Background: an optimization exercise with open tools, aiming at small area, a short achievable clock period and few clock cycles per item. Do not read the settings as production practice.
No run shown here included a check of the RTL's function; only the layout flow was run.

===== flow/design.v =====
`timescale 1ns / 1ps
`timescale 1ns / 1ps
module mac (
    input  wire        clk,
    input  wire        rst,
    input  wire [31:0] x,
    input  wire [31:0] y,
    input  wire        start,
    output wire [31:0] z,
    output wire        busy
  );
  wire pp1 = ~(x[0] & y[0]);
  wire pp2 = ~(x[0] & y[1]);
  wire pp3 = ~(x[0] & y[2]);
  wire pp4 = ~(x[0] & y[3]);
  wire pp5 = ~(x[0] & y[4]);
  wire pp6 = ~(x[0] & y[5]);
  wire pp7 = ~(x[0] & y[6]);
  wire pp8 = x[0] & y[7];
  wire pp9 = ~(x[1] & y[0]);
  wire pp10 = ~(x[1] & y[1]);
  wire pp11 = ~(x[1] & y[2]);
  wire pp12 = ~(x[1] & y[3]);
  wire pp13 = ~(x[1] & y[4]);
  wire pp14 = ~(x[1] & y[5]);
  wire pp15 = ~(x[1] & y[6]);
  wire pp16 = x[1] & y[7];
  wire pp17 = ~(x[2] & y[0]);
  wire pp18 = ~(x[2] & y[1]);
  wire pp19 = ~(x[2] & y[2]);
  wire pp20 = ~(x[2] & y[3]);
  wire pp21 = ~(x[2] & y[4]);
  wire pp22 = ~(x[2] & y[5]);
  wire pp23 = ~(x[2] & y[6]);
  wire pp24 = x[2] & y[7];
  wire pp25 = ~(x[3] & y[0]);
  wire pp26 = ~(x[3] & y[1]);
  wire pp27 = ~(x[3] & y[2]);
  wire pp28 = ~(x[3] & y[3]);
  wire pp29 = ~(x[3] & y[4]);
  wire pp30 = ~(x[3] & y[5]);
  wire pp31 = ~(x[3] & y[6]);
  wire pp32 = x[3] & y[7];
  wire pp33 = ~(x[4] & y[0]);
  wire pp34 = ~(x[4] & y[1]);
  wire pp35 = ~(x[4] & y[2]);
  wire pp36 = ~(x[4] & y[3]);
  wire pp37 = ~(x[4] & y[4]);
  wire pp38 = ~(x[4] & y[5]);
  wire pp39 = ~(x[4] & y[6]);
  wire pp40 = x[4] & y[7];
  wire pp41 = ~(x[5] & y[0]);
  wire pp42 = ~(x[5] & y[1]);
  wire pp43 = ~(x[5] & y[2]);
  wire pp44 = ~(x[5] & y[3]);
  wire pp45 = ~(x[5] & y[4]);
  wire pp46 = ~(x[5] & y[5]);
  wire pp47 = ~(x[5] & y[6]);
  wire pp48 = x[5] & y[7];
  wire pp49 = ~(x[6] & y[0]);
  wire pp50 = ~(x[6] & y[1]);
  wire pp51 = ~(x[6] & y[2]);
  wire pp52 = ~(x[6] & y[3]);
  wire pp53 = ~(x[6] & y[4]);
  wire pp54 = ~(x[6] & y[5]);
  wire pp55 = ~(x[6] & y[6]);
  wire pp56 = x[6] & y[7];
  wire pp57 = x[7] & y[0];
  wire pp58 = x[7] & y[1];
  wire pp59 = x[7] & y[2];
  wire pp60 = x[7] & y[3];
  wire pp61 = x[7] & y[4];
  wire pp62 = x[7] & y[5];
  wire pp63 = x[7] & y[6];
  wire pp64 = ~(x[7] & y[7]);
  wire pp65 = ~(x[8] & y[8]);
  wire pp66 = ~(x[8] & y[9]);
  wire pp67 = ~(x[8] & y[10]);
  wire pp68 = ~(x[8] & y[11]);
  wire pp69 = ~(x[8] & y[12]);
  wire pp70 = ~(x[8] & y[13]);
  wire pp71 = ~(x[8] & y[14]);
  wire pp72 = x[8] & y[15];
  wire pp73 = ~(x[9] & y[8]);
  wire pp74 = ~(x[9] & y[9]);
  wire pp75 = ~(x[9] & y[10]);
  wire pp76 = ~(x[9] & y[11]);
  wire pp77 = ~(x[9] & y[12]);
  wire pp78 = ~(x[9] & y[13]);
  wire pp79 = ~(x[9] & y[14]);
  wire pp80 = x[9] & y[15];
  wire pp81 = ~(x[10] & y[8]);
  wire pp82 = ~(x[10] & y[9]);
  wire pp83 = ~(x[10] & y[10]);
  wire pp84 = ~(x[10] & y[11]);
  wire pp85 = ~(x[10] & y[12]);
  wire pp86 = ~(x[10] & y[13]);
  wire pp87 = ~(x[10] & y[14]);
  wire pp88 = x[10] & y[15];
  wire pp89 = ~(x[11] & y[8]);
  wire pp90 = ~(x[11] & y[9]);
  wire pp91 = ~(x[11] & y[10]);
  wire pp92 = ~(x[11] & y[11]);
  wire pp93 = ~(x[11] & y[12]);
  wire pp94 = ~(x[11] & y[13]);
  wire pp95 = ~(x[11] & y[14]);
  wire pp96 = x[11] & y[15];
  wire pp97 = ~(x[12] & y[8]);
  wire pp98 = ~(x[12] & y[9]);
  wire pp99 = ~(x[12] & y[10]);
  wire pp100 = ~(x[12] & y[11]);
  wire pp101 = ~(x[12] & y[12]);
  wire pp102 = ~(x[12] & y[13]);
  wire pp103 = ~(x[12] & y[14]);
  wire pp104 = x[12] & y[15];
  wire pp105 = ~(x[13] & y[8]);
  wire pp106 = ~(x[13] & y[9]);
  wire pp107 = ~(x[13] & y[10]);
  wire pp108 = ~(x[13] & y[11]);
  wire pp109 = ~(x[13] & y[12]);
  wire pp110 = ~(x[13] & y[13]);
  wire pp111 = ~(x[13] & y[14]);
  wire pp112 = x[13] & y[15];
  wire pp113 = ~(x[14] & y[8]);
  wire pp114 = ~(x[14] & y[9]);
  wire pp115 = ~(x[14] & y[10]);
  wire pp116 = ~(x[14] & y[11]);
  wire pp117 = ~(x[14] & y[12]);
  wire pp118 = ~(x[14] & y[13]);
  wire pp119 = ~(x[14] & y[14]);
  wire pp120 = x[14] & y[15];
  wire pp121 = x[15] & y[8];
  wire pp122 = x[15] & y[9];
  wire pp123 = x[15] & y[10];
  wire pp124 = x[15] & y[11];
  wire pp125 = x[15] & y[12];
  wire pp126 = x[15] & y[13];
  wire pp127 = x[15] & y[14];
  wire pp128 = ~(x[15] & y[15]);
  wire pp129 = ~(x[16] & y[16]);
  wire pp130 = ~(x[16] & y[17]);
  wire pp131 = ~(x[16] & y[18]);
  wire pp132 = ~(x[16] & y[19]);
  wire pp133 = ~(x[16] & y[20]);
  wire pp134 = ~(x[16] & y[21]);
  wire pp135 = ~(x[16] & y[22]);
  wire pp136 = x[16] & y[23];
  wire pp137 = ~(x[17] & y[16]);
  wire pp138 = ~(x[17] & y[17]);
  wire pp139 = ~(x[17] & y[18]);
  wire pp140 = ~(x[17] & y[19]);
  wire pp141 = ~(x[17] & y[20]);
  wire pp142 = ~(x[17] & y[21]);
  wire pp143 = ~(x[17] & y[22]);
  wire pp144 = x[17] & y[23];
  wire pp145 = ~(x[18] & y[16]);
  wire pp146 = ~(x[18] & y[17]);
  wire pp147 = ~(x[18] & y[18]);
  wire pp148 = ~(x[18] & y[19]);
  wire pp149 = ~(x[18] & y[20]);
  wire pp150 = ~(x[18] & y[21]);
  wire pp151 = ~(x[18] & y[22]);
  wire pp152 = x[18] & y[23];
  wire pp153 = ~(x[19] & y[16]);
  wire pp154 = ~(x[19] & y[17]);
  wire pp155 = ~(x[19] & y[18]);
  wire pp156 = ~(x[19] & y[19]);
  wire pp157 = ~(x[19] & y[20]);
  wire pp158 = ~(x[19] & y[21]);
  wire pp159 = ~(x[19] & y[22]);
  wire pp160 = x[19] & y[23];
  wire pp161 = ~(x[20] & y[16]);
  wire pp162 = ~(x[20] & y[17]);
  wire pp163 = ~(x[20] & y[18]);
  wire pp164 = ~(x[20] & y[19]);
  wire pp165 = ~(x[20] & y[20]);
  wire pp166 = ~(x[20] & y[21]);
  wire pp167 = ~(x[20] & y[22]);
  wire pp168 = x[20] & y[23];
  wire pp169 = ~(x[21] & y[16]);
  wire pp170 = ~(x[21] & y[17]);
  wire pp171 = ~(x[21] & y[18]);
  wire pp172 = ~(x[21] & y[19]);
  wire pp173 = ~(x[21] & y[20]);
  wire pp174 = ~(x[21] & y[21]);
  wire pp175 = ~(x[21] & y[22]);
  wire pp176 = x[21] & y[23];
  wire pp177 = ~(x[22] & y[16]);
  wire pp178 = ~(x[22] & y[17]);
  wire pp179 = ~(x[22] & y[18]);
  wire pp180 = ~(x[22] & y[19]);
  wire pp181 = ~(x[22] & y[20]);
  wire pp182 = ~(x[22] & y[21]);
  wire pp183 = ~(x[22] & y[22]);
  wire pp184 = x[22] & y[23];
  wire pp185 = x[23] & y[16];
  wire pp186 = x[23] & y[17];
  wire pp187 = x[23] & y[18];
  wire pp188 = x[23] & y[19];
  wire pp189 = x[23] & y[20];
  wire pp190 = x[23] & y[21];
  wire pp191 = x[23] & y[22];
  wire pp192 = ~(x[23] & y[23]);
  wire pp193 = ~(x[24] & y[24]);
  wire pp194 = ~(x[24] & y[25]);
  wire pp195 = ~(x[24] & y[26]);
  wire pp196 = ~(x[24] & y[27]);
  wire pp197 = ~(x[24] & y[28]);
  wire pp198 = ~(x[24] & y[29]);
  wire pp199 = ~(x[24] & y[30]);
  wire pp200 = x[24] & y[31];
  wire pp201 = ~(x[25] & y[24]);
  wire pp202 = ~(x[25] & y[25]);
  wire pp203 = ~(x[25] & y[26]);
  wire pp204 = ~(x[25] & y[27]);
  wire pp205 = ~(x[25] & y[28]);
  wire pp206 = ~(x[25] & y[29]);
  wire pp207 = ~(x[25] & y[30]);
  wire pp208 = x[25] & y[31];
  wire pp209 = ~(x[26] & y[24]);
  wire pp210 = ~(x[26] & y[25]);
  wire pp211 = ~(x[26] & y[26]);
  wire pp212 = ~(x[26] & y[27]);
  wire pp213 = ~(x[26] & y[28]);
  wire pp214 = ~(x[26] & y[29]);
  wire pp215 = ~(x[26] & y[30]);
  wire pp216 = x[26] & y[31];
  wire pp217 = ~(x[27] & y[24]);
  wire pp218 = ~(x[27] & y[25]);
  wire pp219 = ~(x[27] & y[26]);
  wire pp220 = ~(x[27] & y[27]);
  wire pp221 = ~(x[27] & y[28]);
  wire pp222 = ~(x[27] & y[29]);
  wire pp223 = ~(x[27] & y[30]);
  wire pp224 = x[27] & y[31];
  wire pp225 = ~(x[28] & y[24]);
  wire pp226 = ~(x[28] & y[25]);
  wire pp227 = ~(x[28] & y[26]);
  wire pp228 = ~(x[28] & y[27]);
  wire pp229 = ~(x[28] & y[28]);
  wire pp230 = ~(x[28] & y[29]);
  wire pp231 = ~(x[28] & y[30]);
  wire pp232 = x[28] & y[31];
  wire pp233 = ~(x[29] & y[24]);
  wire pp234 = ~(x[29] & y[25]);
  wire pp235 = ~(x[29] & y[26]);
  wire pp236 = ~(x[29] & y[27]);
  wire pp237 = ~(x[29] & y[28]);
  wire pp238 = ~(x[29] & y[29]);
  wire pp239 = ~(x[29] & y[30]);
  wire pp240 = x[29] & y[31];
  wire pp241 = ~(x[30] & y[24]);
  wire pp242 = ~(x[30] & y[25]);
  wire pp243 = ~(x[30] & y[26]);
  wire pp244 = ~(x[30] & y[27]);
  wire pp245 = ~(x[30] & y[28]);
  wire pp246 = ~(x[30] & y[29]);
  wire pp247 = ~(x[30] & y[30]);
  wire pp248 = x[30] & y[31];
  wire pp249 = x[31] & y[24];
  wire pp250 = x[31] & y[25];
  wire pp251 = x[31] & y[26];
  wire pp252 = x[31] & y[27];
  wire pp253 = x[31] & y[28];
  wire pp254 = x[31] & y[29];
  wire pp255 = x[31] & y[30];
  wire pp256 = ~(x[31] & y[31]);
  wire s257 = ~(pp1 ^ pp65);
  wire c258 = pp1 | pp65;
  wire s259, c259;
  mac_fa u259 (.a(pp129), .b(pp193), .ci(s257), .s(s259), .co(c259));
  wire s260 = ~(pp2 ^ pp9);
  wire c261 = pp2 | pp9;
  wire s262, c262;
  mac_fa u262 (.a(pp66), .b(pp73), .ci(pp130), .s(s262), .co(c262));
  wire s263, c263;
  mac_fa u263 (.a(pp137), .b(pp194), .ci(pp201), .s(s263), .co(c263));
  wire s264, c264;
  mac_fa u264 (.a(c258), .b(s260), .ci(s262), .s(s264), .co(c264));
  wire s265, c265;
  mac_fa u265 (.a(s263), .b(c259), .ci(s264), .s(s265), .co(c265));
  wire s266, c266;
  mac_fa u266 (.a(pp3), .b(pp10), .ci(pp17), .s(s266), .co(c266));
  wire s267, c267;
  mac_fa u267 (.a(pp67), .b(pp74), .ci(pp81), .s(s267), .co(c267));
  wire s268, c268;
  mac_fa u268 (.a(pp131), .b(pp138), .ci(pp145), .s(s268), .co(c268));
  wire s269, c269;
  mac_fa u269 (.a(pp195), .b(pp202), .ci(pp209), .s(s269), .co(c269));
  wire s270, c270;
  mac_fa u270 (.a(c261), .b(c262), .ci(c263), .s(s270), .co(c270));
  wire s271, c271;
  mac_fa u271 (.a(s266), .b(s267), .ci(s268), .s(s271), .co(c271));
  wire s272, c272;
  mac_fa u272 (.a(s269), .b(c264), .ci(s270), .s(s272), .co(c272));
  wire s273, c273;
  mac_fa u273 (.a(s271), .b(c265), .ci(s272), .s(s273), .co(c273));
  wire s274 = ~(pp4 ^ pp11);
  wire c275 = pp4 | pp11;
  wire s276, c276;
  mac_fa u276 (.a(pp18), .b(pp25), .ci(pp68), .s(s276), .co(c276));
  wire s277, c277;
  mac_fa u277 (.a(pp75), .b(pp82), .ci(pp89), .s(s277), .co(c277));
  wire s278, c278;
  mac_fa u278 (.a(pp132), .b(pp139), .ci(pp146), .s(s278), .co(c278));
  wire s279, c279;
  mac_fa u279 (.a(pp153), .b(pp196), .ci(pp203), .s(s279), .co(c279));
  wire s280, c280;
  mac_fa u280 (.a(pp210), .b(pp217), .ci(s274), .s(s280), .co(c280));
  wire s281, c281;
  mac_fa u281 (.a(c266), .b(c267), .ci(c268), .s(s281), .co(c281));
  wire s282, c282;
  mac_fa u282 (.a(c269), .b(s276), .ci(s277), .s(s282), .co(c282));
  wire s283, c283;
  mac_fa u283 (.a(s278), .b(s279), .ci(s280), .s(s283), .co(c283));
  wire s284, c284;
  mac_fa u284 (.a(c270), .b(c271), .ci(s281), .s(s284), .co(c284));
  wire s285, c285;
  mac_fa u285 (.a(s282), .b(s283), .ci(c272), .s(s285), .co(c285));
  wire s286, c286;
  mac_fa u286 (.a(s284), .b(c273), .ci(s285), .s(s286), .co(c286));
  wire s287 = ~(pp5 ^ pp12);
  wire c288 = pp5 | pp12;
  wire s289, c289;
  mac_fa u289 (.a(pp19), .b(pp26), .ci(pp33), .s(s289), .co(c289));
  wire s290, c290;
  mac_fa u290 (.a(pp69), .b(pp76), .ci(pp83), .s(s290), .co(c290));
  wire s291, c291;
  mac_fa u291 (.a(pp90), .b(pp97), .ci(pp133), .s(s291), .co(c291));
  wire s292, c292;
  mac_fa u292 (.a(pp140), .b(pp147), .ci(pp154), .s(s292), .co(c292));
  wire s293, c293;
  mac_fa u293 (.a(pp161), .b(pp197), .ci(pp204), .s(s293), .co(c293));
  wire s294, c294;
  mac_fa u294 (.a(pp211), .b(pp218), .ci(pp225), .s(s294), .co(c294));
  wire s295, c295;
  mac_fa u295 (.a(c275), .b(s287), .ci(c276), .s(s295), .co(c295));
  wire s296, c296;
  mac_fa u296 (.a(c277), .b(c278), .ci(c279), .s(s296), .co(c296));
  wire s297, c297;
  mac_fa u297 (.a(s289), .b(s290), .ci(s291), .s(s297), .co(c297));
  wire s298, c298;
  mac_fa u298 (.a(s292), .b(s293), .ci(s294), .s(s298), .co(c298));
  wire s299, c299;
  mac_fa u299 (.a(c280), .b(c281), .ci(c282), .s(s299), .co(c299));
  wire s300, c300;
  mac_fa u300 (.a(s295), .b(s296), .ci(s297), .s(s300), .co(c300));
  wire s301, c301;
  mac_fa u301 (.a(s298), .b(c283), .ci(c284), .s(s301), .co(c301));
  wire s302, c302;
  mac_fa u302 (.a(s299), .b(s300), .ci(c285), .s(s302), .co(c302));
  wire s303 = ~(pp6 ^ pp13);
  wire c304 = pp6 | pp13;
  wire s305, c305;
  mac_fa u305 (.a(pp20), .b(pp27), .ci(pp34), .s(s305), .co(c305));
  wire s306, c306;
  mac_fa u306 (.a(pp41), .b(pp70), .ci(pp77), .s(s306), .co(c306));
  wire s307, c307;
  mac_fa u307 (.a(pp84), .b(pp91), .ci(pp98), .s(s307), .co(c307));
  wire s308, c308;
  mac_fa u308 (.a(pp105), .b(pp134), .ci(pp141), .s(s308), .co(c308));
  wire s309, c309;
  mac_fa u309 (.a(pp148), .b(pp155), .ci(pp162), .s(s309), .co(c309));
  wire s310, c310;
  mac_fa u310 (.a(pp169), .b(pp198), .ci(pp205), .s(s310), .co(c310));
  wire s311, c311;
  mac_fa u311 (.a(pp212), .b(pp219), .ci(pp226), .s(s311), .co(c311));
  wire s312, c312;
  mac_fa u312 (.a(pp233), .b(c288), .ci(s303), .s(s312), .co(c312));
  wire s313, c313;
  mac_fa u313 (.a(c289), .b(c290), .ci(c291), .s(s313), .co(c313));
  wire s314, c314;
  mac_fa u314 (.a(c292), .b(c293), .ci(c294), .s(s314), .co(c314));
  wire s315, c315;
  mac_fa u315 (.a(s305), .b(s306), .ci(s307), .s(s315), .co(c315));
  wire s316, c316;
  mac_fa u316 (.a(s308), .b(s309), .ci(s310), .s(s316), .co(c316));
  wire s317, c317;
  mac_fa u317 (.a(s311), .b(s312), .ci(c295), .s(s317), .co(c317));
  wire s318, c318;
  mac_fa u318 (.a(c296), .b(c297), .ci(c298), .s(s318), .co(c318));
  wire s319, c319;
  mac_fa u319 (.a(s313), .b(s314), .ci(s315), .s(s319), .co(c319));
  wire s320, c320;
  mac_fa u320 (.a(s316), .b(c299), .ci(c300), .s(s320), .co(c320));
  wire s321, c321;
  mac_fa u321 (.a(s317), .b(s318), .ci(s319), .s(s321), .co(c321));
  wire s322, c322;
  mac_fa u322 (.a(c301), .b(s320), .ci(s321), .s(s322), .co(c322));
  wire s323 = ~(pp7 ^ pp14);
  wire c324 = pp7 | pp14;
  wire s325, c325;
  mac_fa u325 (.a(pp21), .b(pp28), .ci(pp35), .s(s325), .co(c325));
  wire s326, c326;
  mac_fa u326 (.a(pp42), .b(pp49), .ci(pp71), .s(s326), .co(c326));
  wire s327, c327;
  mac_fa u327 (.a(pp78), .b(pp85), .ci(pp92), .s(s327), .co(c327));
  wire s328, c328;
  mac_fa u328 (.a(pp99), .b(pp106), .ci(pp113), .s(s328), .co(c328));
  wire s329, c329;
  mac_fa u329 (.a(pp135), .b(pp142), .ci(pp149), .s(s329), .co(c329));
  wire s330, c330;
  mac_fa u330 (.a(pp156), .b(pp163), .ci(pp170), .s(s330), .co(c330));
  wire s331, c331;
  mac_fa u331 (.a(pp177), .b(pp199), .ci(pp206), .s(s331), .co(c331));
  wire s332, c332;
  mac_fa u332 (.a(pp213), .b(pp220), .ci(pp227), .s(s332), .co(c332));
  wire s333, c333;
  mac_fa u333 (.a(pp234), .b(pp241), .ci(c304), .s(s333), .co(c333));
  wire s334, c334;
  mac_fa u334 (.a(s323), .b(c305), .ci(c306), .s(s334), .co(c334));
  wire s335, c335;
  mac_fa u335 (.a(c307), .b(c308), .ci(c309), .s(s335), .co(c335));
  wire s336, c336;
  mac_fa u336 (.a(c310), .b(c311), .ci(s325), .s(s336), .co(c336));
  wire s337, c337;
  mac_fa u337 (.a(s326), .b(s327), .ci(s328), .s(s337), .co(c337));
  wire s338, c338;
  mac_fa u338 (.a(s329), .b(s330), .ci(s331), .s(s338), .co(c338));
  wire s339, c339;
  mac_fa u339 (.a(s332), .b(s333), .ci(c312), .s(s339), .co(c339));
  wire s340, c340;
  mac_fa u340 (.a(c313), .b(c314), .ci(c315), .s(s340), .co(c340));
  wire s341, c341;
  mac_fa u341 (.a(c316), .b(s334), .ci(s335), .s(s341), .co(c341));
  wire s342, c342;
  mac_fa u342 (.a(s336), .b(s337), .ci(s338), .s(s342), .co(c342));
  wire s343, c343;
  mac_fa u343 (.a(s339), .b(c317), .ci(c318), .s(s343), .co(c343));
  wire s344, c344;
  mac_fa u344 (.a(c319), .b(s340), .ci(s341), .s(s344), .co(c344));
  wire s345, c345;
  mac_fa u345 (.a(s342), .b(c320), .ci(c321), .s(s345), .co(c345));
  wire s346 = ~(pp8 ^ pp15);
  wire c347 = pp8 | pp15;
  wire s348, c348;
  mac_fa u348 (.a(pp22), .b(pp29), .ci(pp36), .s(s348), .co(c348));
  wire s349, c349;
  mac_fa u349 (.a(pp43), .b(pp50), .ci(pp57), .s(s349), .co(c349));
  wire s350, c350;
  mac_fa u350 (.a(pp72), .b(pp79), .ci(pp86), .s(s350), .co(c350));
  wire s351, c351;
  mac_fa u351 (.a(pp93), .b(pp100), .ci(pp107), .s(s351), .co(c351));
  wire s352, c352;
  mac_fa u352 (.a(pp114), .b(pp121), .ci(pp136), .s(s352), .co(c352));
  wire s353, c353;
  mac_fa u353 (.a(pp143), .b(pp150), .ci(pp157), .s(s353), .co(c353));
  wire s354, c354;
  mac_fa u354 (.a(pp164), .b(pp171), .ci(pp178), .s(s354), .co(c354));
  wire s355, c355;
  mac_fa u355 (.a(pp185), .b(pp200), .ci(pp207), .s(s355), .co(c355));
  wire s356, c356;
  mac_fa u356 (.a(pp214), .b(pp221), .ci(pp228), .s(s356), .co(c356));
  wire s357, c357;
  mac_fa u357 (.a(pp235), .b(pp242), .ci(pp249), .s(s357), .co(c357));
  wire s358, c358;
  mac_fa u358 (.a(c324), .b(s346), .ci(c325), .s(s358), .co(c358));
  wire s359, c359;
  mac_fa u359 (.a(c326), .b(c327), .ci(c328), .s(s359), .co(c359));
  wire s360, c360;
  mac_fa u360 (.a(c329), .b(c330), .ci(c331), .s(s360), .co(c360));
  wire s361, c361;
  mac_fa u361 (.a(c332), .b(s348), .ci(s349), .s(s361), .co(c361));
  wire s362, c362;
  mac_fa u362 (.a(s350), .b(s351), .ci(s352), .s(s362), .co(c362));
  wire s363, c363;
  mac_fa u363 (.a(s353), .b(s354), .ci(s355), .s(s363), .co(c363));
  wire s364, c364;
  mac_fa u364 (.a(s356), .b(s357), .ci(c333), .s(s364), .co(c364));
  wire s365, c365;
  mac_fa u365 (.a(c334), .b(c335), .ci(c336), .s(s365), .co(c365));
  wire s366, c366;
  mac_fa u366 (.a(c337), .b(c338), .ci(s358), .s(s366), .co(c366));
  wire s367, c367;
  mac_fa u367 (.a(s359), .b(s360), .ci(s361), .s(s367), .co(c367));
  wire s368, c368;
  mac_fa u368 (.a(s362), .b(s363), .ci(s364), .s(s368), .co(c368));
  wire s369, c369;
  mac_fa u369 (.a(c339), .b(c340), .ci(c341), .s(s369), .co(c369));
  wire s370, c370;
  mac_fa u370 (.a(c342), .b(s365), .ci(s366), .s(s370), .co(c370));
  wire s371, c371;
  mac_fa u371 (.a(s367), .b(s368), .ci(c343), .s(s371), .co(c371));
  wire s372, c372;
  mac_fa u372 (.a(c344), .b(s369), .ci(s370), .s(s372), .co(c372));
  wire s373 = ~(pp16 ^ pp23);
  wire c374 = pp16 | pp23;
  wire s375, c375;
  mac_fa u375 (.a(pp30), .b(pp37), .ci(pp44), .s(s375), .co(c375));
  wire s376, c376;
  mac_fa u376 (.a(pp51), .b(pp58), .ci(pp80), .s(s376), .co(c376));
  wire s377, c377;
  mac_fa u377 (.a(pp87), .b(pp94), .ci(pp101), .s(s377), .co(c377));
  wire s378, c378;
  mac_fa u378 (.a(pp108), .b(pp115), .ci(pp122), .s(s378), .co(c378));
  wire s379, c379;
  mac_fa u379 (.a(pp144), .b(pp151), .ci(pp158), .s(s379), .co(c379));
  wire s380, c380;
  mac_fa u380 (.a(pp165), .b(pp172), .ci(pp179), .s(s380), .co(c380));
  wire s381, c381;
  mac_fa u381 (.a(pp186), .b(pp208), .ci(pp215), .s(s381), .co(c381));
  wire s382, c382;
  mac_fa u382 (.a(pp222), .b(pp229), .ci(pp236), .s(s382), .co(c382));
  wire s383, c383;
  mac_fa u383 (.a(pp243), .b(pp250), .ci(c347), .s(s383), .co(c383));
  wire s384, c384;
  mac_fa u384 (.a(s373), .b(c348), .ci(c349), .s(s384), .co(c384));
  wire s385, c385;
  mac_fa u385 (.a(c350), .b(c351), .ci(c352), .s(s385), .co(c385));
  wire s386, c386;
  mac_fa u386 (.a(c353), .b(c354), .ci(c355), .s(s386), .co(c386));
  wire s387, c387;
  mac_fa u387 (.a(c356), .b(c357), .ci(s375), .s(s387), .co(c387));
  wire s388, c388;
  mac_fa u388 (.a(s376), .b(s377), .ci(s378), .s(s388), .co(c388));
  wire s389, c389;
  mac_fa u389 (.a(s379), .b(s380), .ci(s381), .s(s389), .co(c389));
  wire s390, c390;
  mac_fa u390 (.a(s382), .b(s383), .ci(c358), .s(s390), .co(c390));
  wire s391, c391;
  mac_fa u391 (.a(c359), .b(c360), .ci(c361), .s(s391), .co(c391));
  wire s392, c392;
  mac_fa u392 (.a(c362), .b(c363), .ci(s384), .s(s392), .co(c392));
  wire s393, c393;
  mac_fa u393 (.a(s385), .b(s386), .ci(s387), .s(s393), .co(c393));
  wire s394, c394;
  mac_fa u394 (.a(s388), .b(s389), .ci(c364), .s(s394), .co(c394));
  wire s395, c395;
  mac_fa u395 (.a(c365), .b(c366), .ci(c367), .s(s395), .co(c395));
  wire s396, c396;
  mac_fa u396 (.a(s390), .b(s391), .ci(s392), .s(s396), .co(c396));
  wire s397, c397;
  mac_fa u397 (.a(s393), .b(c368), .ci(s394), .s(s397), .co(c397));
  wire s398, c398;
  mac_fa u398 (.a(c369), .b(c370), .ci(s395), .s(s398), .co(c398));
  wire s399 = ~(pp24 ^ pp31);
  wire c400 = pp24 | pp31;
  wire s401, c401;
  mac_fa u401 (.a(pp38), .b(pp45), .ci(pp52), .s(s401), .co(c401));
  wire s402, c402;
  mac_fa u402 (.a(pp59), .b(pp88), .ci(pp95), .s(s402), .co(c402));
  wire s403, c403;
  mac_fa u403 (.a(pp102), .b(pp109), .ci(pp116), .s(s403), .co(c403));
  wire s404, c404;
  mac_fa u404 (.a(pp123), .b(pp152), .ci(pp159), .s(s404), .co(c404));
  wire s405, c405;
  mac_fa u405 (.a(pp166), .b(pp173), .ci(pp180), .s(s405), .co(c405));
  wire s406, c406;
  mac_fa u406 (.a(pp187), .b(pp216), .ci(pp223), .s(s406), .co(c406));
  wire s407, c407;
  mac_fa u407 (.a(pp230), .b(pp237), .ci(pp244), .s(s407), .co(c407));
  wire s408, c408;
  mac_fa u408 (.a(pp251), .b(c374), .ci(s399), .s(s408), .co(c408));
  wire s409, c409;
  mac_fa u409 (.a(c375), .b(c376), .ci(c377), .s(s409), .co(c409));
  wire s410, c410;
  mac_fa u410 (.a(c378), .b(c379), .ci(c380), .s(s410), .co(c410));
  wire s411, c411;
  mac_fa u411 (.a(c381), .b(c382), .ci(s401), .s(s411), .co(c411));
  wire s412, c412;
  mac_fa u412 (.a(s402), .b(s403), .ci(s404), .s(s412), .co(c412));
  wire s413, c413;
  mac_fa u413 (.a(s405), .b(s406), .ci(s407), .s(s413), .co(c413));
  wire s414, c414;
  mac_fa u414 (.a(c383), .b(s408), .ci(c384), .s(s414), .co(c414));
  wire s415, c415;
  mac_fa u415 (.a(c385), .b(c386), .ci(c387), .s(s415), .co(c415));
  wire s416, c416;
  mac_fa u416 (.a(c388), .b(c389), .ci(s409), .s(s416), .co(c416));
  wire s417, c417;
  mac_fa u417 (.a(s410), .b(s411), .ci(s412), .s(s417), .co(c417));
  wire s418, c418;
  mac_fa u418 (.a(s413), .b(c390), .ci(c391), .s(s418), .co(c418));
  wire s419, c419;
  mac_fa u419 (.a(c392), .b(c393), .ci(s414), .s(s419), .co(c419));
  wire s420, c420;
  mac_fa u420 (.a(s415), .b(s416), .ci(s417), .s(s420), .co(c420));
  wire s421, c421;
  mac_fa u421 (.a(c394), .b(c395), .ci(c396), .s(s421), .co(c421));
  wire s422, c422;
  mac_fa u422 (.a(s418), .b(s419), .ci(s420), .s(s422), .co(c422));
  wire s423, c423;
  mac_fa u423 (.a(pp32), .b(pp39), .ci(pp46), .s(s423), .co(c423));
  wire s424, c424;
  mac_fa u424 (.a(pp53), .b(pp60), .ci(pp96), .s(s424), .co(c424));
  wire s425, c425;
  mac_fa u425 (.a(pp103), .b(pp110), .ci(pp117), .s(s425), .co(c425));
  wire s426, c426;
  mac_fa u426 (.a(pp124), .b(pp160), .ci(pp167), .s(s426), .co(c426));
  wire s427, c427;
  mac_fa u427 (.a(pp174), .b(pp181), .ci(pp188), .s(s427), .co(c427));
  wire s428, c428;
  mac_fa u428 (.a(pp224), .b(pp231), .ci(pp238), .s(s428), .co(c428));
  wire s429, c429;
  mac_fa u429 (.a(pp245), .b(pp252), .ci(c400), .s(s429), .co(c429));
  wire s430, c430;
  mac_fa u430 (.a(c401), .b(c402), .ci(c403), .s(s430), .co(c430));
  wire s431, c431;
  mac_fa u431 (.a(c404), .b(c405), .ci(c406), .s(s431), .co(c431));
  wire s432, c432;
  mac_fa u432 (.a(c407), .b(s423), .ci(s424), .s(s432), .co(c432));
  wire s433, c433;
  mac_fa u433 (.a(s425), .b(s426), .ci(s427), .s(s433), .co(c433));
  wire s434, c434;
  mac_fa u434 (.a(s428), .b(s429), .ci(c408), .s(s434), .co(c434));
  wire s435, c435;
  mac_fa u435 (.a(c409), .b(c410), .ci(c411), .s(s435), .co(c435));
  wire s436, c436;
  mac_fa u436 (.a(c412), .b(c413), .ci(s430), .s(s436), .co(c436));
  wire s437, c437;
  mac_fa u437 (.a(s431), .b(s432), .ci(s433), .s(s437), .co(c437));
  wire s438, c438;
  mac_fa u438 (.a(s434), .b(c414), .ci(c415), .s(s438), .co(c438));
  wire s439, c439;
  mac_fa u439 (.a(c416), .b(c417), .ci(s435), .s(s439), .co(c439));
  wire s440, c440;
  mac_fa u440 (.a(s436), .b(s437), .ci(c418), .s(s440), .co(c440));
  wire s441, c441;
  mac_fa u441 (.a(c419), .b(c420), .ci(s438), .s(s441), .co(c441));
  wire s442, c442;
  mac_fa u442 (.a(pp40), .b(pp47), .ci(pp54), .s(s442), .co(c442));
  wire s443, c443;
  mac_fa u443 (.a(pp61), .b(pp104), .ci(pp111), .s(s443), .co(c443));
  wire s444, c444;
  mac_fa u444 (.a(pp118), .b(pp125), .ci(pp168), .s(s444), .co(c444));
  wire s445, c445;
  mac_fa u445 (.a(pp175), .b(pp182), .ci(pp189), .s(s445), .co(c445));
  wire s446, c446;
  mac_fa u446 (.a(pp232), .b(pp239), .ci(pp246), .s(s446), .co(c446));
  wire s447, c447;
  mac_fa u447 (.a(pp253), .b(c423), .ci(c424), .s(s447), .co(c447));
  wire s448, c448;
  mac_fa u448 (.a(c425), .b(c426), .ci(c427), .s(s448), .co(c448));
  wire s449, c449;
  mac_fa u449 (.a(c428), .b(s442), .ci(s443), .s(s449), .co(c449));
  wire s450, c450;
  mac_fa u450 (.a(s444), .b(s445), .ci(s446), .s(s450), .co(c450));
  wire s451, c451;
  mac_fa u451 (.a(c429), .b(c430), .ci(c431), .s(s451), .co(c451));
  wire s452, c452;
  mac_fa u452 (.a(c432), .b(c433), .ci(s447), .s(s452), .co(c452));
  wire s453, c453;
  mac_fa u453 (.a(s448), .b(s449), .ci(s450), .s(s453), .co(c453));
  wire s454, c454;
  mac_fa u454 (.a(c434), .b(c435), .ci(c436), .s(s454), .co(c454));
  wire s455, c455;
  mac_fa u455 (.a(c437), .b(s451), .ci(s452), .s(s455), .co(c455));
  wire s456, c456;
  mac_fa u456 (.a(s453), .b(c438), .ci(c439), .s(s456), .co(c456));
  wire s457, c457;
  mac_fa u457 (.a(pp48), .b(pp55), .ci(pp62), .s(s457), .co(c457));
  wire s458, c458;
  mac_fa u458 (.a(pp112), .b(pp119), .ci(pp126), .s(s458), .co(c458));
  wire s459, c459;
  mac_fa u459 (.a(pp176), .b(pp183), .ci(pp190), .s(s459), .co(c459));
  wire s460, c460;
  mac_fa u460 (.a(pp240), .b(pp247), .ci(pp254), .s(s460), .co(c460));
  wire s461, c461;
  mac_fa u461 (.a(c442), .b(c443), .ci(c444), .s(s461), .co(c461));
  wire s462, c462;
  mac_fa u462 (.a(c445), .b(c446), .ci(s457), .s(s462), .co(c462));
  wire s463, c463;
  mac_fa u463 (.a(s458), .b(s459), .ci(s460), .s(s463), .co(c463));
  wire s464, c464;
  mac_fa u464 (.a(c447), .b(c448), .ci(c449), .s(s464), .co(c464));
  wire s465, c465;
  mac_fa u465 (.a(c450), .b(s461), .ci(s462), .s(s465), .co(c465));
  wire s466, c466;
  mac_fa u466 (.a(s463), .b(c451), .ci(c452), .s(s466), .co(c466));
  wire s467, c467;
  mac_fa u467 (.a(c453), .b(s464), .ci(s465), .s(s467), .co(c467));
  wire s468, c468;
  mac_fa u468 (.a(c454), .b(c455), .ci(s466), .s(s468), .co(c468));
  wire s469, c469;
  mac_fa u469 (.a(pp56), .b(pp63), .ci(pp120), .s(s469), .co(c469));
  wire s470, c470;
  mac_fa u470 (.a(pp127), .b(pp184), .ci(pp191), .s(s470), .co(c470));
  wire s471, c471;
  mac_fa u471 (.a(pp248), .b(pp255), .ci(c457), .s(s471), .co(c471));
  wire s472, c472;
  mac_fa u472 (.a(c458), .b(c459), .ci(c460), .s(s472), .co(c472));
  wire s473, c473;
  mac_fa u473 (.a(s469), .b(s470), .ci(c461), .s(s473), .co(c473));
  wire s474, c474;
  mac_fa u474 (.a(c462), .b(c463), .ci(s471), .s(s474), .co(c474));
  wire s475, c475;
  mac_fa u475 (.a(s472), .b(c464), .ci(c465), .s(s475), .co(c475));
  wire s476, c476;
  mac_fa u476 (.a(s473), .b(s474), .ci(c466), .s(s476), .co(c476));
  wire s477, c477;
  mac_fa u477 (.a(pp64), .b(pp128), .ci(pp192), .s(s477), .co(c477));
  wire s478, c478;
  mac_fa u478 (.a(pp256), .b(c469), .ci(c470), .s(s478), .co(c478));
  wire s479, c479;
  mac_fa u479 (.a(s477), .b(c471), .ci(c472), .s(s479), .co(c479));
  wire s480, c480;
  mac_fa u480 (.a(s478), .b(c473), .ci(c474), .s(s480), .co(c480));
  wire s481, c481;
  mac_fa u481 (.a(s479), .b(c475), .ci(s480), .s(s481), .co(c481));
  wire s482, c482;
  mac_fa u482 (.a(c477), .b(c478), .ci(c479), .s(s482), .co(c482));
  reg  [47:0] r;
  always @(posedge clk)
  begin
    if (start)
      r <= {c482, c481, s482, c480, s481, c476, s476, c468, s475, c467, s468, c456, s467, s456, c441, c440, s455, s454, s441, s440, c422, c421, s439, s422, s421, c398, c397, s398, c372, c371, s397, s396, s372, s371, c345, s345, c322, s344, s343, s322, c302, s302, c286, s301, s286, s273, s265, s259};
  end
  wire s483, c483;
  mac_fa u483 (.a(r[4]), .b(r[5]), .ci(r[6]), .s(s483), .co(c483));
  wire s484, c484;
  mac_fa u484 (.a(r[7]), .b(r[8]), .ci(c483), .s(s484), .co(c484));
  wire s485, c485;
  mac_fa u485 (.a(r[9]), .b(r[10]), .ci(r[11]), .s(s485), .co(c485));
  wire s486, c486;
  mac_fa u486 (.a(r[12]), .b(s485), .ci(c484), .s(s486), .co(c486));
  wire s487, c487;
  mac_fa u487 (.a(r[13]), .b(r[14]), .ci(r[15]), .s(s487), .co(c487));
  wire s488 = c485 ^ s487;
  wire c489 = c485 & s487;
  wire s490, c490;
  mac_fa u490 (.a(r[16]), .b(r[17]), .ci(r[18]), .s(s490), .co(c490));
  wire s491, c491;
  mac_fa u491 (.a(r[19]), .b(r[20]), .ci(c487), .s(s491), .co(c491));
  wire s492, c492;
  mac_fa u492 (.a(s490), .b(c489), .ci(s491), .s(s492), .co(c492));
  wire s493, c493;
  mac_fa u493 (.a(r[21]), .b(r[22]), .ci(r[23]), .s(s493), .co(c493));
  wire s494, c494;
  mac_fa u494 (.a(r[24]), .b(c490), .ci(s493), .s(s494), .co(c494));
  wire s495 = c491 ^ s494;
  wire c496 = c491 & s494;
  wire s497, c497;
  mac_fa u497 (.a(r[25]), .b(r[26]), .ci(r[27]), .s(s497), .co(c497));
  wire s498, c498;
  mac_fa u498 (.a(r[28]), .b(r[29]), .ci(c493), .s(s498), .co(c498));
  wire s499, c499;
  mac_fa u499 (.a(s497), .b(c494), .ci(s498), .s(s499), .co(c499));
  wire s500, c500;
  mac_fa u500 (.a(r[30]), .b(r[31]), .ci(r[32]), .s(s500), .co(c500));
  wire s501, c501;
  mac_fa u501 (.a(r[33]), .b(r[34]), .ci(c497), .s(s501), .co(c501));
  wire s502, c502;
  mac_fa u502 (.a(s500), .b(c498), .ci(s501), .s(s502), .co(c502));
  wire s503, c503;
  mac_fa u503 (.a(r[35]), .b(r[36]), .ci(r[37]), .s(s503), .co(c503));
  wire s504, c504;
  mac_fa u504 (.a(c500), .b(s503), .ci(c501), .s(s504), .co(c504));
  wire s505, c505;
  mac_fa u505 (.a(r[38]), .b(r[39]), .ci(r[40]), .s(s505), .co(c505));
  wire s506, c506;
  mac_fa u506 (.a(r[41]), .b(c503), .ci(s505), .s(s506), .co(c506));
  wire s507, c507;
  mac_fa u507 (.a(r[42]), .b(r[43]), .ci(c505), .s(s507), .co(c507));
  wire s508, c508;
  mac_fa u508 (.a(r[44]), .b(r[45]), .ci(r[46]), .s(s508), .co(c508));
  wire [17:0] sum = ~({1'b1, r[47], s508, c506, s506, c502, c499, c496, s495, s492, s488, s486, s484, s483, r[3], r[2], r[1], r[0]} + {1'b0, c508, c507, s507, c504, s504, s502, s499, c492, 1'b0, c486, 1'b0, 1'b0, 1'b0, 1'b0, 1'b0, 1'b0, 1'b0});
  assign z    = {{14{sum[17]}}, sum};
  assign busy = 1'b0;
endmodule
module mac_fa (
    input  wire a,
    input  wire b,
    input  wire ci,
    output wire s,
    output wire co
  );
  assign s  = a ^ b ^ ci;
  assign co = (a & b) | (a & ci) | (b & ci);
endmodule

===== flow/flow/run.sh =====
#!/bin/bash
# The standard layout (standard.sh), with port buffers of the given cell instead
# of the one buffer_ports picks by default.  make's output goes to standard.log;
# ORFS keeps each step's log under orfs/logs.
set -euo pipefail
export BUFFER_PORTS_ARGS="-buffer_cell sky130_fd_sc_hd__buf_2"
bash standard.sh > standard.log 2>&1

===== flow/standard.sh =====
#!/bin/bash
# synth_recipe.tcl (not shown) runs the flow's synth.tcl, then flattens the netlist and writes it again
# the make line also repeats each setting of config.mk as NAME=value (left out here)
make -C /OpenROAD-flow-scripts/flow DESIGN_CONFIG=/design/flow/config.mk WORK_HOME=/design/flow/orfs CLKGATE_MAP_FILE= SYNTH_SCRIPT=/design/flow/synth_recipe.tcl "${@:-finish}"

===== flow/config.mk =====
export PLATFORM = sky130hd
export DESIGN_NAME = mac
export DESIGN_NICKNAME = mac
export VERILOG_FILES = /design/flow/design.v
export SDC_FILE = /design/flow/constraint.sdc
export NUM_CORES = 4
export LEC_CHECK = 0
export CAP_MARGIN = 20
export CORE_MARGIN = 2
export CORE_UTILIZATION = 40
export SLEW_MARGIN = 20
export SYNTH_HIERARCHICAL = 1
export SYNTH_MINIMUM_KEEP_SIZE = 0

===== flow/constraint.sdc =====
create_clock -name core_clock -period 7.0 [get_ports {clk}]
set_input_delay 1.4000 -clock core_clock [delete_from_list [all_inputs] [get_ports {clk}]]
set_output_delay 1.4000 -clock core_clock [all_outputs]
set_load 0.01 [all_outputs]

==> results of run 1 <==
==> per-module statistics from Yosys (local to each module, per instance) <==
| module | cells inside | times used | flip-flops and latches | cell area, um2 |
|---|---|---|---|---|
| mac | 456 | 1 | 48 | 3563 |
| mac_fa | 1 | 230 | 0 | 20.02 |
==> area by class of cell <==
type / instances / area (um2) / area share [%]
timing repair buffer: 97 / 485.5 / 5.490
inverter: 31 / 116.4 / 1.316
sequential: 48 / 1441 / 16.30
tap: 270 / 337.8 / 3.820
multi-input combinational: 547 / 6322 / 71.49
clock buffer: 6 / 128.9 / 1.457
clock inverter: 2 / 11.26 / 0.1273
==> kinds of logic (layout without fill, tap and decap cells) <==
group	after synthesis	after routing	share of synthesized area (%)
and+or+nand+nor	269	269	14.84
adders and majority gates	251	251	59.59
buffers and inverters	91	136	5.009
DFF	48	48	17.65
AOI/OAI and AO/OA	19	19	2.114
xor gates and xnor gates	7	7	0.7506
other	1	1	0.04591
==> worst max-delay path, stage by stage (launching register included) <==
cell and delay, ns:
edfxtp_1 0.39, fa_1 0.45, fa_1 0.51, fa_1 0.42
ha_1 0.40, nand2_2 0.11, o21ai_2 0.21, a2111oi_2 0.11
nor3_2 0.50, buf_2 0.24
==> how the worst max path moves through the flow <==
stage | endpoint | slack (ns) | cells after the start
5_1_grt | z[20] | 1.70 | 9
3_3_place_gp | z[25] | 1.96 | 9
2_1_floorplan | z[18] | 1.90 | 9
4_1_cts | z[28] | 1.54 | 9
3_5_place_dp | z[28] | 1.86 | 9
6_report | z[28] | 1.99 | 9
==> per-stage QoR <==
| stage | instance area, um2 | util [%] | instances |
|---|---|---|---|
| final | 8843 | 43.99 | 1001 |
| after global routing | 8843 | 43.99 | 1001 |
| after CTS | 8838 | 43.96 | 1001 |
| after detailed placement | 8698 | 43.27 | 993 |
| after global placement | 8698 | 43.27 | 993 |
| after floorplan | 8168 | - | 686 |
==> layer usage <==
layer	global-route usage (%)	wire (um)
met5	0	0
met3	3.571	1479
met2	31.41	9427
met4	3.365	146
met1	28.55	9066
==> cells in the mapped netlist <==
library cell  number  area share, %
o311a_1            1           0.12
nor2_1             2          0.092
fa_1             230             56
buf_4             15            1.4
xor2_1             3           0.32
inv_1             30            1.4
nand2_1          188            8.6
inv_2              1          0.046
a31oi_1            1          0.077
and2_1            68            5.2
ha_1              21            3.2
nand4_1            1          0.077
o21ai_2            1           0.11
a211oi_2           1           0.15
nand3_1            1          0.061
nor4_1             1          0.077
edfxtp_1          48             18
o311ai_4           1           0.32
a21oi_1            3           0.18
a21oi_2            1           0.11
a311oi_1           1           0.11
a21o_1             2           0.18
o21ai_0            2           0.12
and3_4             1           0.14
or3_1              1          0.077
clkbuf_1          44            2.0
nand2_2            2           0.15
a211oi_1           1          0.092
o22ai_1            1          0.077
nor3_1             2           0.12
and4_2             1           0.12
conb_1             1          0.046
o21bai_1           1          0.092
buf_8              1           0.18
a2111oi_2          2           0.37
or2_2              1          0.077
xnor2_1            4           0.43
==> impl_metrics.json, run 1 <==
{
  "syn_area_mm2": 0.008168,
  "tritoncts": "yes",
  "dp_worst_setup_slack_ns": 1.859,
  "holdBufCountCts": 0,
  "syn-instance-count": 686,
  "die_w_um": 146.9,
  "postSynthAreaPerCell_um2": 11.91,
  "grt_pass1_vias": 5514,
  "start_util_pct": 40.63,
  "layout.nets": 1048,
  "ys.warnings.count": 7,
  "tns_ns": 0,
  "hold_path_end": "r[0]",
  "h-tree-depth": 2,
  "cp_max_fo": 15,
  "final_antenna_net_count": 0,
  "grt_max_degree": 49,
  "final_cell_mix": "fa_1 (230), nand2_1 (188), buf_2 (97), and2_1 (68), edfxtp_1 (48)",
  "clk_pin_slew_ns": 0.06,
  "initialDrtViolationCount": 259,
  "cts_setup_buffers": 0,
  "largest_reg_flops": 48,
  "whs_ns": 1.642,
  "viasPerCell": 5.027,
  "hold_viol": 0,
  "ys_seq_elements": 48,
  "min_from": "y[24]",
  "gp_congestion": 0.9439,
  "cts.sink_count": 48,
  "cp.arrival_ns": 3.61,
  "area_growth_pct": 8.272,
  "cts_made_buffers": 5,
  "hold_path.class": "in2reg",
  "finalCriticalPeriod_ns": 5.010,
  "rsz0062_at_grt": "false",
  "synth_cell_types": 37,
  "holdPathStages": 3,
  "syn-num-nets": 1004,
  "status": "complete, no violations",
  "crit_path_start": "r[25]",
  "final_common_cell": "fa_1",
  "tightest_slew_ns": 1.034,
  "drc": 0,
  "fin_crit_sh_pct": 71.57,
  "ios": 100,
  "cp-end-kind": "output port",
  "core_area_mm2": 0.02010,
  "clockBufferDepth": 2,
  "grt_first_pass_wirelength_um": 31820,
  "port_buffers": 97,
  "critical_path_required_ns": 5.60,
  "cts-resized-gates": 0,
  "insertedDiodeCount": 0,
  "drv_slew": 0,
  "ys_seq_area_share_pct": 17.65,
  "fillers": 1860,
  "cap_viol_max_count": 0,
  "die_h_um": 146.9,
  "relSlewSlack_pct": 31.10,
  "regMostFlops": "r",
  "drive_gt1_share_pct": 15.87,
  "dr.pass1.iters": 5,
  "clockRootBuffer": "clkbuf_16",
  "design.die.area_mm2": 0.02158,
  "setup_viol": 0,
  "fin_ws_ns": 1.990,
  "row_count": 52,
  "wl_per_cell_um": 20.10,
  "antenna_found_initial": 0,
  "num_vias": 5032,
  "max_freq_mhz": 199.6,
  "hpwl_um": 17580,
  "overflow": 0,
  "top_regs": "r: 48 flops",
  "grt_usage_pct": 19.54,
  "critical_path_class": "reg2out",
  "start_kind": "flip-flop",
  "wl_um": 20120
}
==> run 2, diff against run 1 <==
--- a/flow/design.v
+++ b/flow/design.v
@@ -712,47 +712,47 @@
   wire s485, c485;
   mac_fa u485 (.a(r[9]), .b(r[10]), .ci(r[11]), .s(s485), .co(c485));
-  wire s486, c486;
-  mac_fa u486 (.a(r[12]), .b(s485), .ci(c484), .s(s486), .co(c486));
-  wire s487, c487;
-  mac_fa u487 (.a(r[13]), .b(r[14]), .ci(r[15]), .s(s487), .co(c487));
-  wire s488 = c485 ^ s487;
-  wire c489 = c485 & s487;
-  wire s490, c490;
-  mac_fa u490 (.a(r[16]), .b(r[17]), .ci(r[18]), .s(s490), .co(c490));
+  wire s486 = r[12] ^ s485;
+  wire c487 = r[12] & s485;
+  wire s488, c488;
+  mac_fa u488 (.a(r[13]), .b(r[14]), .ci(r[15]), .s(s488), .co(c488));
+  wire s489 = c485 ^ s488;
+  wire c490 = c485 & s488;
   wire s491, c491;
-  mac_fa u491 (.a(r[19]), .b(r[20]), .ci(c487), .s(s491), .co(c491));
+  mac_fa u491 (.a(r[16]), .b(r[17]), .ci(r[18]), .s(s491), .co(c491));
   wire s492, c492;
-  mac_fa u492 (.a(s490), .b(c489), .ci(s491), .s(s492), .co(c492));
-  wire s493, c493;
-  mac_fa u493 (.a(r[21]), .b(r[22]), .ci(r[23]), .s(s493), .co(c493));
-  wire s494, c494;
-  mac_fa u494 (.a(r[24]), .b(c490), .ci(s493), .s(s494), .co(c494));
-  wire s495 = c491 ^ s494;
-  wire c496 = c491 & s494;
-  wire s497, c497;
-  mac_fa u497 (.a(r[25]), .b(r[26]), .ci(r[27]), .s(s497), .co(c497));
-  wire s498, c498;
-  mac_fa u498 (.a(r[28]), .b(r[29]), .ci(c493), .s(s498), .co(c498));
+  mac_fa u492 (.a(r[19]), .b(r[20]), .ci(c488), .s(s492), .co(c492));
+  wire s493 = s491 ^ c490;
+  wire c494 = s491 & c490;
+  wire s495, c495;
+  mac_fa u495 (.a(r[21]), .b(r[22]), .ci(r[23]), .s(s495), .co(c495));
+  wire s496, c496;
+  mac_fa u496 (.a(r[24]), .b(c491), .ci(s495), .s(s496), .co(c496));
+  wire s497 = c492 ^ c494;
+  wire c498 = c492 & c494;
   wire s499, c499;
-  mac_fa u499 (.a(s497), .b(c494), .ci(s498), .s(s499), .co(c499));
+  mac_fa u499 (.a(r[25]), .b(r[26]), .ci(r[27]), .s(s499), .co(c499));
   wire s500, c500;
-  mac_fa u500 (.a(r[30]), .b(r[31]), .ci(r[32]), .s(s500), .co(c500));
+  mac_fa u500 (.a(r[28]), .b(r[29]), .ci(c495), .s(s500), .co(c500));
   wire s501, c501;
-  mac_fa u501 (.a(r[33]), .b(r[34]), .ci(c497), .s(s501), .co(c501));
+  mac_fa u501 (.a(s499), .b(c496), .ci(s500), .s(s501), .co(c501));
   wire s502, c502;
-  mac_fa u502 (.a(s500), .b(c498), .ci(s501), .s(s502), .co(c502));
+  mac_fa u502 (.a(r[30]), .b(r[31]), .ci(r[32]), .s(s502), .co(c502));
   wire s503, c503;
-  mac_fa u503 (.a(r[35]), .b(r[36]), .ci(r[37]), .s(s503), .co(c503));
+  mac_fa u503 (.a(r[33]), .b(r[34]), .ci(c499), .s(s503), .co(c503));
   wire s504, c504;
-  mac_fa u504 (.a(c500), .b(s503), .ci(c501), .s(s504), .co(c504));
+  mac_fa u504 (.a(s502), .b(c500), .ci(s503), .s(s504), .co(c504));
   wire s505, c505;
-  mac_fa u505 (.a(r[38]), .b(r[39]), .ci(r[40]), .s(s505), .co(c505));
+  mac_fa u505 (.a(r[35]), .b(r[36]), .ci(r[37]), .s(s505), .co(c505));
   wire s506, c506;
-  mac_fa u506 (.a(r[41]), .b(c503), .ci(s505), .s(s506), .co(c506));
+  mac_fa u506 (.a(c502), .b(s505), .ci(c503), .s(s506), .co(c506));
   wire s507, c507;
-  mac_fa u507 (.a(r[42]), .b(r[43]), .ci(c505), .s(s507), .co(c507));
+  mac_fa u507 (.a(r[38]), .b(r[39]), .ci(r[40]), .s(s507), .co(c507));
   wire s508, c508;
-  mac_fa u508 (.a(r[44]), .b(r[45]), .ci(r[46]), .s(s508), .co(c508));
-  wire [17:0] sum = ~({1'b1, r[47], s508, c506, s506, c502, c499, c496, s495, s492, s488, s486, s484, s483, r[3], r[2], r[1], r[0]} + {1'b0, c508, c507, s507, c504, s504, s502, s499, c492, 1'b0, c486, 1'b0, 1'b0, 1'b0, 1'b0, 1'b0, 1'b0, 1'b0});
+  mac_fa u508 (.a(r[41]), .b(c505), .ci(s507), .s(s508), .co(c508));
+  wire s509, c509;
+  mac_fa u509 (.a(r[42]), .b(r[43]), .ci(c507), .s(s509), .co(c509));
+  wire s510, c510;
+  mac_fa u510 (.a(r[44]), .b(r[45]), .ci(r[46]), .s(s510), .co(c510));
+  wire [17:0] sum = ~({1'b1, r[47], s510, c508, s508, c504, c501, c498, s496, s492, c487, s486, s484, s483, r[3], r[2], r[1], r[0]} + {1'b0, c510, c509, s509, c506, s506, s504, s501, s497, s493, s489, c484, 1'b0, 1'b0, 1'b0, 1'b0, 1'b0, 1'b0});
   assign z    = {{14{sum[17]}}, sum};
   assign busy = 1'b0;
==> run 2 against run 1 <==
Effect of this change: global-route usage rose by 0.70 points; utilization rose by 1.2 points; routed wire length rose by 2.4%; sequential cell count did not move; still clean on timing, DRC and antenna; first-iteration DRC count rose by 8.9%; via count rose by 1.6%; largest cell class unchanged.
==> impl_metrics.json, run 2 <==
{
  "hold_path_end": "r[0]",
  "die_w_um": 146.1,
  "layout.nets": 1059,
  "design.die.area_mm2": 0.02135,
  "cts_setup_buffers": 0,
  "largest_reg_flops": 48,
  "dr_wl_met2_um": 9968,
  "core_area_mm2": 0.01965,
  "cp_max_fo": 15,
  "synth-edff-count": 48,
  "final_common_cell": "fa_1",
  "synth_top_family_by_area": "adder cells",
  "utilization_pct": 45.18,
  "relSlewSlack_pct": 33.54,
  "syn_area_mm2": 0.008078,
  "h-tree-depth": 2,
  "cts_made_buffers": 5,
  "row_count": 51,
  "critical_path_required_ns": 5.60,
  "start_util_pct": 41.10,
  "topRoutingLayerUsed": "met4",
  "hpwl_um": 17720,
  "synthMuxAreaShare_pct": 0,
  "die_h_um": 146.1,
  "tns_ns": 0,
  "min_from": "y[24]",
  "start_kind": "flip-flop",
  "synth-compound-area-share_pct": 2.076,
  "wl_um": 20600,
  "routed-wl-met3_um": 1530,
  "synth_xor_xnor_area_share_pct": 0.9758,
  "clk_pin_slew_ns": 0.06,
  "holdPathStages": 3,
  "status": "complete, no violations",
  "fin_crit_sh_pct": 72.33,
  "holdBufCountCts": 0,
  "overflow": 0,
  "grt_max_degree": 49,
  "grt_first_pass_wirelength_um": 32860,
  "antenna_found_initial": 0,
  "cp-end-kind": "output port",
  "regMostFlops": "r",
  "cp.arrival_ns": 3.66,
  "clockRootBuffer": "clkbuf_16",
  "rsz0062_at_grt": "false",
  "cts.sink_count": 48,
  "viasPerCell": 5.088,
  "synth_top_area_share_pct": 56.75,
  "ys_seq_area_share_pct": 17.84,
  "synth_cell_types": 30,
  "top_regs": "r: 48 flops",
  "drive_gt1_share_pct": 14.73,
  "cts-resized-gates": 0,
  "hold_viol": 0,
  "ys.warnings.count": 7,
  "tightest_slew_ns": 0.9969,
  "syn-instance-count": 669,
  "grt_pass1_vias": 5789,
  "drv_slew": 0,
  "finalCriticalPeriod_ns": 5.063,
  "dr.pass1.iters": 5,
  "max_freq_mhz": 197.5,
  "num_vias": 5113,
  "synth_common_cells": "fa_1 (229), nand2_1 (192), and2_1 (68), edfxtp_1 (48), inv_1 (29)",
  "area_growth_pct": 9.929,
  "syn-num-nets": 989,
  "cap_viol_max_count": 0,
  "yosysMostFrequentCell": "fa_1",
  "port_buffers": 97,
  "gp_congestion": 0.9278,
  "ios": 100,
  "initialDrtViolationCount": 282,
  "clockBufferDepth": 2,
  "yosys.area.top_type": "fa_1",
  "tritoncts": "yes",
  "whs_ns": 1.649,
  "setup_viol": 0,
  "synth-simple-area-share_pct": 14.93,
  "async_flop_share_pct": 0,
  "drt-met1-wl_um": 8882,
  "final_cell_mix": "fa_1 (229), nand2_1 (192), buf_2 (97), and2_1 (68), edfxtp_1 (48)",
  "final_antenna_net_count": 0,
  "grt_usage_pct": 20.24,
  "insertedDiodeCount": 0,
  "synth_ff_type": "edfxtp_1",
  "critical_path_class": "reg2out",
  "drc": 0,
  "ys_top_cells_by_area": "fa_1 (57%), edfxtp_1 (18%), nand2_1 (8.9%)",
  "synth-adder-area-share_pct": 60.47,
  "postSynthAreaPerCell_um2": 12.07,
  "wl_per_cell_um": 20.49,
  "ys_seq_elements": 48,
  "hold_path.class": "in2reg"
}
-- run 2: final cells by class --
class	instances	area, um2
multi-input cells	558	6341
fillers	1872	10770
flip-flops and latches	48	1441
clock inverters	3	46.29
clock buffers	5	125.1
well taps	265	331.6
inverters	29	108.9
repair buffers	97	485.5
-- run 2: cells by family (layout without fill, tap and decap cells) --
logic type / after synthesis / count (layout)
AO/OA/AOI/OAI: 25 / 25
XOR/XNOR: 9 / 9
adder cells (fa/ha/maj): 253 / 253
buffers and inverters: 63 / 134
flip-flops: 48 / 48
other: 1 / 1
AND/OR/NAND/NOR: 270 / 270
-- run 2: per-stage QoR --
step | area (um2) | worst slack, ns | cells
floorplan | 8078 | 2.423 | 669
global placement | 8708 | 2.285 | 997
detailed placement | 8708 | 2.243 | 997
CTS | 8880 | 1.915 | 1005
global route | 8880 | 1.678 | 1005
finish | 8880 | 1.937 | 1005
-- run 2: modules after synthesis (local to each module, per instance) --
module / cells inside / cell area (um2) / flops+latches
mac_fa: 1 / 20.02 / 0
mac: 441 / 3513 / 48
-- run 2: metal layers --
layer / vias up / GRT usage (%)
met3: 17 / 3.406
met5: - / 0
met4: 0 / 3.932
met2: 196 / 33.92
li1: 2201 / -
met1: 2699 / 28.28
-- run 2: worst max-delay path: stages, from the launching register on --
cell	delay [ns]
edfxtp_1	0.40
fa_1	0.47
fa_1	0.43
fa_1	0.47
ha_1	0.36
a21oi_1	0.18
o21ai_1	0.13
a31oi_1	0.34
o21ai_1	0.13
a21o_1	0.29
buf_2	0.18
-- run 2: worst max-delay path by stage --
stage,startpoint,end,cells after the start
after detailed placement,r[16],z[26],10
after floorplan,r[21],z[18],10
after CTS,r[16],z[26],10
after global routing,r[21],z[28],10
after global placement,r[16],z[23],10
final,r[16],z[26],10

==> what the ideal ports hide <==
No port has a modelled driver above. Below, the same layouts with a new extraction and two added sets of constraints. Step 1 sets driving cells, clkbuf_16 on the clock port and buf_2 on the other inputs (assumed; they add their load-dependent delay and slew). Step 2 also shifts input and output timing later by t, the mid clock arrival at the registers, as if the neighbouring blocks saw the same clock. Three values: ideal, step 1, step 2; two values: the first two.
| run | t (ns) | setup WS [ns] | clock arrival spread, ns | slew at the worst register clock pin (ns) | pins driven straight from the clock port |
|---|---|---|---|---|---|
| run 1 | 0.322 | 1.990 / 1.951 / 2.273 | 0.008 / 0.009 | 0.06 / 0.06 | 1 |
| run 2 | 0.322 | 1.937 / 1.899 / 2.221 | 0.006 / 0.005 | 0.06 / 0.06 | 1 |
After both steps every run listed still meets setup and hold.
